What follows belongs to an exercise in optimizing a design on an open flow for small area and a short achievable clock period; a production flow would make more cautious choices.
The RTL was checked by simulation tests, not by an equivalence proof against the original design.
Power is estimated from default activity; no workload was simulated.

==> flow/design.v <==
module pwl(
  input signed [13:0] x,   
  input signed [13:0] x0,  
  input signed [13:0] x1,
  input signed [13:0] x2,
  input signed [13:0] x3,
  input signed [13:0] x4,
  input signed [13:0] x5,
  input signed [13:0] x6,
  input signed [13:0] x7,
  input signed [13:0] x8,
  input signed [13:0] k0,   
  input signed [13:0] k1,
  input signed [13:0] k2,
  input signed [13:0] k3,
  input signed [13:0] k4,
  input signed [13:0] k5,
  input signed [13:0] k6,
  input signed [13:0] k7,
  input signed [13:0] k8,
  input signed [13:0] k9,
  input signed [13:0] b0,   
  input signed [13:0] b1,
  input signed [13:0] b2,
  input signed [13:0] b3,
  input signed [13:0] b4,
  input signed [13:0] b5,
  input signed [13:0] b6,
  input signed [13:0] b7,
  input signed [13:0] b8,
  input signed [13:0] b9,
  input clk,
  output reg signed [27:0] out
);
wire [8:0] z;
assign z[0] = ((x-x0) < 0);
assign z[1] = ((x-x1) < 0);
assign z[2] = ((x-x2) < 0);
assign z[3] = ((x-x3) < 0);
assign z[4] = ((x-x4) < 0);
assign z[5] = ((x-x5) < 0);
assign z[6] = ((x-x6) < 0);
assign z[7] = ((x-x7) < 0);
assign z[8] = ((x-x8) < 0);
reg [13:0] kx, bx;
always @(*) begin
    case(z)
        9'b111111111: begin
            kx = k0; 
            bx = b0;
        end
        9'b011111111: begin
            kx = k1; 
            bx = b1;
        end
        9'b001111111: begin
            kx = k2; 
            bx = b2;
        end
        9'b000111111: begin
            kx = k3; 
            bx = b3;
        end
        9'b000011111: begin
            kx = k4; 
            bx = b4;
        end
        9'b000001111: begin
            kx = k5; 
            bx = b5;
        end
        9'b000000111: begin
            kx = k6; 
            bx = b6;
        end
        9'b000000011: begin
            kx = k7; 
            bx = b7;
        end
        9'b000000001: begin
            kx = k8; 
            bx = b8;
        end
        9'b000000000: begin
            kx = k9; 
            bx = b9;
        end
        default: begin
            kx = 14'd0;
            bx = 14'd0;
        end
    endcase
end
  reg signed [27:0] mul_out;
  reg signed [13:0] P_reg1_high, P_reg2_high;
  reg signed [13:0] P_reg2_low;
  reg [13:0] P_reg1_low;
  always @(posedge clk) begin
    P_reg1_high <= $signed(kx[13:7]) * $signed(x[13:7]);
    P_reg1_low <= kx[6:0] * x[6:0];
    P_reg2_high <= $signed(kx[13:7]) * $signed({1'b0, x[6:0]});
    P_reg2_low <= $signed({1'b0, kx[6:0]}) * $signed(x[13:7]);
  end
  always @(posedge clk) begin
    mul_out <= $signed({14'd0, P_reg1_low}) + (P_reg1_high <<< 14) + (P_reg2_high <<< 7) + (P_reg2_low <<< 7);
  end
reg signed [13:0] bx1,bx2;
always @(posedge clk) begin
    bx1 <= bx;
    bx2 <= bx1;
end
always @(posedge clk) begin
    out <= (mul_out+bx2);
end
endmodule
==> flow/run.sh <==
#!/bin/bash
# synth_recipe.tcl (not shown) runs the flow's synth.tcl, then flattens the netlist and writes it again
# the make line also repeats each setting of config.mk as NAME=value (left out here)
make -C /OpenROAD-flow-scripts/flow DESIGN_CONFIG=/design/flow/config.mk WORK_HOME=/design/flow/orfs CLKGATE_MAP_FILE= SYNTH_SCRIPT=/design/flow/synth_recipe.tcl finish
==> flow/config.mk <==
export PLATFORM = sky130hd
export DESIGN_NAME = pwl
export DESIGN_NICKNAME = pwl
export VERILOG_FILES = /design/flow/design.v
export SDC_FILE = /design/flow/constraint.sdc
export NUM_CORES = 4
export LEC_CHECK = 0
export CAP_MARGIN = 20
export CORE_MARGIN = 2
export CORE_UTILIZATION = 40
export SLEW_MARGIN = 20
==> flow/constraint.sdc <==
create_clock -name core_clock -period 9.0 [get_ports {clk}]
set_input_delay 1.8000 -clock core_clock [delete_from_list [all_inputs] [get_ports {clk}]]
set_output_delay 1.8000 -clock core_clock [all_outputs]
set_load 0.01 [all_outputs]
==> impl_results.md <==
* Status: no timing/DRC/antenna violations
* WP buf/inv at 8
* Required time of the critical path at ~9.3 ns
* Hold buffers post-CTS at 0
* IO buf count at 448
* Part of the power in registers at about 28%
* Detailed placer's ending HPWL at roughly 54 mm
* First-pass GRT wire length at 92.9 mm
* Number of synthesized register bits at between 100 and 150
* Worst path most repeated cell: fa_1
* Clock Path Buffers at 2
* Most used DFF post-synth: dfxtp_1
* Worst Hold Class: reg2reg
* Final Critical Period at 8.77 ns
* Sequential fraction of the synthesis area at between 10% and 20%
* Final hold vios at 0
* Root buffer cell: clkbuf_16
* CTS tree: built
* WL final at 60.8 mm
* Mapped Nets at between 2000 and 3000
* FP Rows at 76
* Element type at the critical path end: flip-flop
* Crit path DAT at between 9 and 10 ns
* Fin. max-slew vios at 0
* Slowest-stage cell, CP: a222oi_1
* Switching power at roughly 930 µW
* Number of buffers created by CTS at 17
* DRT iter0 DRCs at 930
* Final period util at approximately 97%
* Leak at about 12 nW
* RePlAce Congestion at around 0.98
* Setup_tns at 0 ns
* Setup repair after global routing missed its margin: false
* Layout Skew at about 0.007 ns
* Mean area per synthesized cell at ~8.9 µm²
* Area Growth Syn to Fin at 45.0%
* Slew headroom at 51.0%
* Final setup viols at 0
* DRC at 0
* Startpoint types: input pin
* Clock transition at path regs at 0.06 ns
* Ys async rst share at 0%
* Die area at 44900 µm²
* Die X at ~210 µm
* Via/cell ratio at 5.07
* Layout cell share with drive strength beyond 1 at between 10% and 20%
* P_int at about 1.9 mW
* Clk latency of the worst-skew pair at between 0.4 and 0.5 ns
* Clk pwr share at approximately 26%
* DRT Pass-1 Iters at 6
* Critical path class: in2reg
* Htree depth at 4
* Post-synthesis cell type count at 70
* Fin util at 58.5%
* Post-DRT Antenna Nets at 0
* Dpl cell area at approximately 24000 µm²
* Delay-heaviest family, CP: adder cells
* Post-synth design cell area at 17300 µm²
* PwrDens at about 110 nW/µm²
* Mapped Cells at approximately 1900
* Core region area at ~43000 µm²
* Initial core utilization at 40.3%
* Fmax at 114 MHz
* Crit-path max cell delay at ~0.64 ns
* Vias at ~16000
* Net Sw Frac at about a third
* IO Count at roughly 450
* CTS sink cnt at 140
* Post-synth EDFFs at 0
* GR Util All Layers at 27.2%
* Initial antenna violation count at 1
* Vias in the first global route at around 17000
* Max VDD drop at ~0.14 mV
* Worst-path fanout max at 7
* Final net count at roughly 3400
* Final Cell Area at between 20000 and 30000 µm²
* Worst Tran Pin Value at 0.728 ns
* ANT cells at 0
* DR WL/cell at 19.1 µm
* Gr ovfl total at 0
* Die height at 212 µm
* Max-cap violations at 0
* Yosys Warn Count at 1
* Largest net degree at the start of global routing at 29
* Combinational Power Share at a little under half
[per-layer routing]
layer	routed length [µm]	vias up	GRT usage [%]
met4	1630	2	7.99
met1	26300	7644	34.1
met5	9	-	0
met3	2820	72	3.46
li1	-	7898	-
met2	30000	473	48.7
[cells by family after synthesis]
| kind of cell | after synthesis | share of synthesized area (%) |
|---|---|---|
| buffers and inverters | 382 | 8.67 |
| XOR/XNOR | 88 | 4.46 |
| AO/OA/AOI/OAI | 375 | 15.2 |
| flip-flops | 140 | 16.2 |
| multiplexers | 76 | 4.70 |
| AND/OR/NAND/NOR | 448 | 13.8 |
| adder cells (fa/ha/maj) | 430 | 37.0 |
[cell usage after synthesis, types with 10 or more instances]
library cell  count  area [µm²]
xnor2_1          75         657
xor2_1           13         114
o21bai_1         25         188
and2_1          135         845
nor3_1           21         105
fa_1            135        2700
a222oi_1         25         250
buf_2            19        95.1
ha_1            295        3690
a211oi_1         10        75.1
o2bb2ai_1        14         123
a21oi_1          84         420
a21o_1           26         195
nand3_1          38         190
mux2_2           42         473
dfxtp_1         140        2800
nand2_1         111         417
o21ai_0          55         275
nor2b_1          22         138
clkbuf_1         26        97.6
o21a_1           19         143
nor2_1           58         218
mux2i_1          34         340
a22oi_1          38         285
inv_1           325        1220
a2111oi_0        11        96.3
nand4_1          10        62.6
[power groups by stage]
stage,sequential [mW],clock [mW],combinational [mW]
floorplan,0.814,0,0.668
global placement,0.799,0,1.26
detailed placement,0.800,0,1.27
CTS,0.787,0.749,1.28
global route,0.796,0.774,1.44
finish,0.785,0.730,1.31
[final timing paths]
check | start | to | slack [ns] | depth (start not counted)
max | x[1] | P_reg1_low[13]$_DFF_P_ | 0.23 | 28
max reg2reg | P_reg2_high[1]$_DFF_P_ | mul_out[26]$_DFF_P_ | 5.60 | 13
min reg2reg | P_reg1_low[1]$_DFF_P_ | mul_out[1]$_DFF_P_ | 0.32 | 0
min | P_reg1_low[1]$_DFF_P_ | mul_out[1]$_DFF_P_ | 0.32 | 0
[worst reg2reg max path, cell delays in order, from the launching register on]
cell and delay, ns:
dfxtp_1 0.32, fa_1 0.53, ha_1 0.19, inv_1 0.08, fa_1 0.46, nor2b_1 0.13, o21ai_0 0.12, a21oi_1 0.26
o211ai_1 0.19, a311oi_1 0.36, o21a_1 0.18, o21ai_0 0.10, a211oi_1 0.27, xor2_1 0.16
[layout make-up]
class	count	area, µm²
fill	3872	17800
multi-input combinational	1417	13300
timing repair buffer	676	6380
sequential	140	2800
inverter	325	1220
tap	585	732
clock buffer	19	443
clock inverter	13	178
[registers in the layout, summed over array words and instances (netlist names)]
name         flops
P_reg1_low      14
P_reg2_high     14
bx1             14
out             28
bx2             14
P_reg1_high     14
P_reg2_low      14
mul_out         28
[metrics by stage]
step,hold WS (ns),setup slack (ns),power [mW],cells
after floorplan,0.310,0.743,1.48,1939
after global placement,0.313,-0.401,2.06,3129
after detailed placement,0.313,-0.505,2.07,3129
after CTS,0.326,-0.000652,2.82,3161
after global routing,0.332,0.00719,3.01,3175
final,0.325,0.235,2.82,3175
[cell usage in the layout, fill, tap and decap left out, types with 7 or more instances in the layout]
cell / Yosys / final
inv_6: 0 / 7
ha_1: 295 / 286
nor2_1: 58 / 55
inv_1: 325 / 323
a21oi_1: 84 / 71
fa_1: 135 / 134
nor2b_1: 22 / 22
o211ai_1: 7 / 7
mux2i_1: 34 / 34
o21bai_1: 25 / 25
xor2_1: 13 / 13
nand4_1: 10 / 10
mux2_2: 42 / 41
dfxtp_1: 140 / 140
buf_12: 0 / 10
or3_1: 9 / 9
nand3_2: 5 / 7
xnor2_1: 75 / 75
clkbuf_16: 0 / 17
o2bb2ai_1: 14 / 14
nor3_1: 21 / 20
o21a_1: 19 / 19
o21ai_0: 55 / 51
ha_4: 0 / 8
a211o_1: 9 / 9
clkdlybuf4s50_1: 0 / 443
a211oi_1: 10 / 9
a21o_1: 26 / 26
a222oi_1: 25 / 25
nand2_1: 111 / 105
and3_1: 9 / 9
buf_6: 2 / 10
nand3_1: 38 / 36
and2_1: 135 / 135
a2111oi_0: 11 / 8
a21oi_2: 0 / 12
buf_4: 7 / 207
a22oi_1: 38 / 38
nand2b_1: 9 / 9
[timing repair]
item | CTS | global route
pin swaps | 1 | 54
endpoints found under the setup margin | 5 | 18
setup buffers | 0 | 15
resized for setup | 2 | 77

## port drivers added, routing unchanged
How much do the figures lean on ideal ports? The routed layout below was timed once more, with nothing changed but the port constraints.
Step 1: set_driving_cell puts a clkbuf_16 on clk and a buf_2 on each other input, an assumption about the parent block.
Step 2 also shifts input and output timing later by t, the mid clock arrival at the registers, as if the neighbouring blocks saw the same clock.
Three values: no drivers, after step 1, after step 2; two values: the first two.
t (ns): 0.470
setup slack, ns: 0.235 / 0.254 / -0.216
worst setup path at the end: input to register
latest minus earliest clock arrival (ns): 0.008 / 0.008
worst data-port slew with drivers (ns): 0.09
With both steps, setup timing fails in this run, where it was met with ideal ports. For this run, drivers alone change the setup slack by +0.019 ns; drivers and shift together by -0.451 ns.
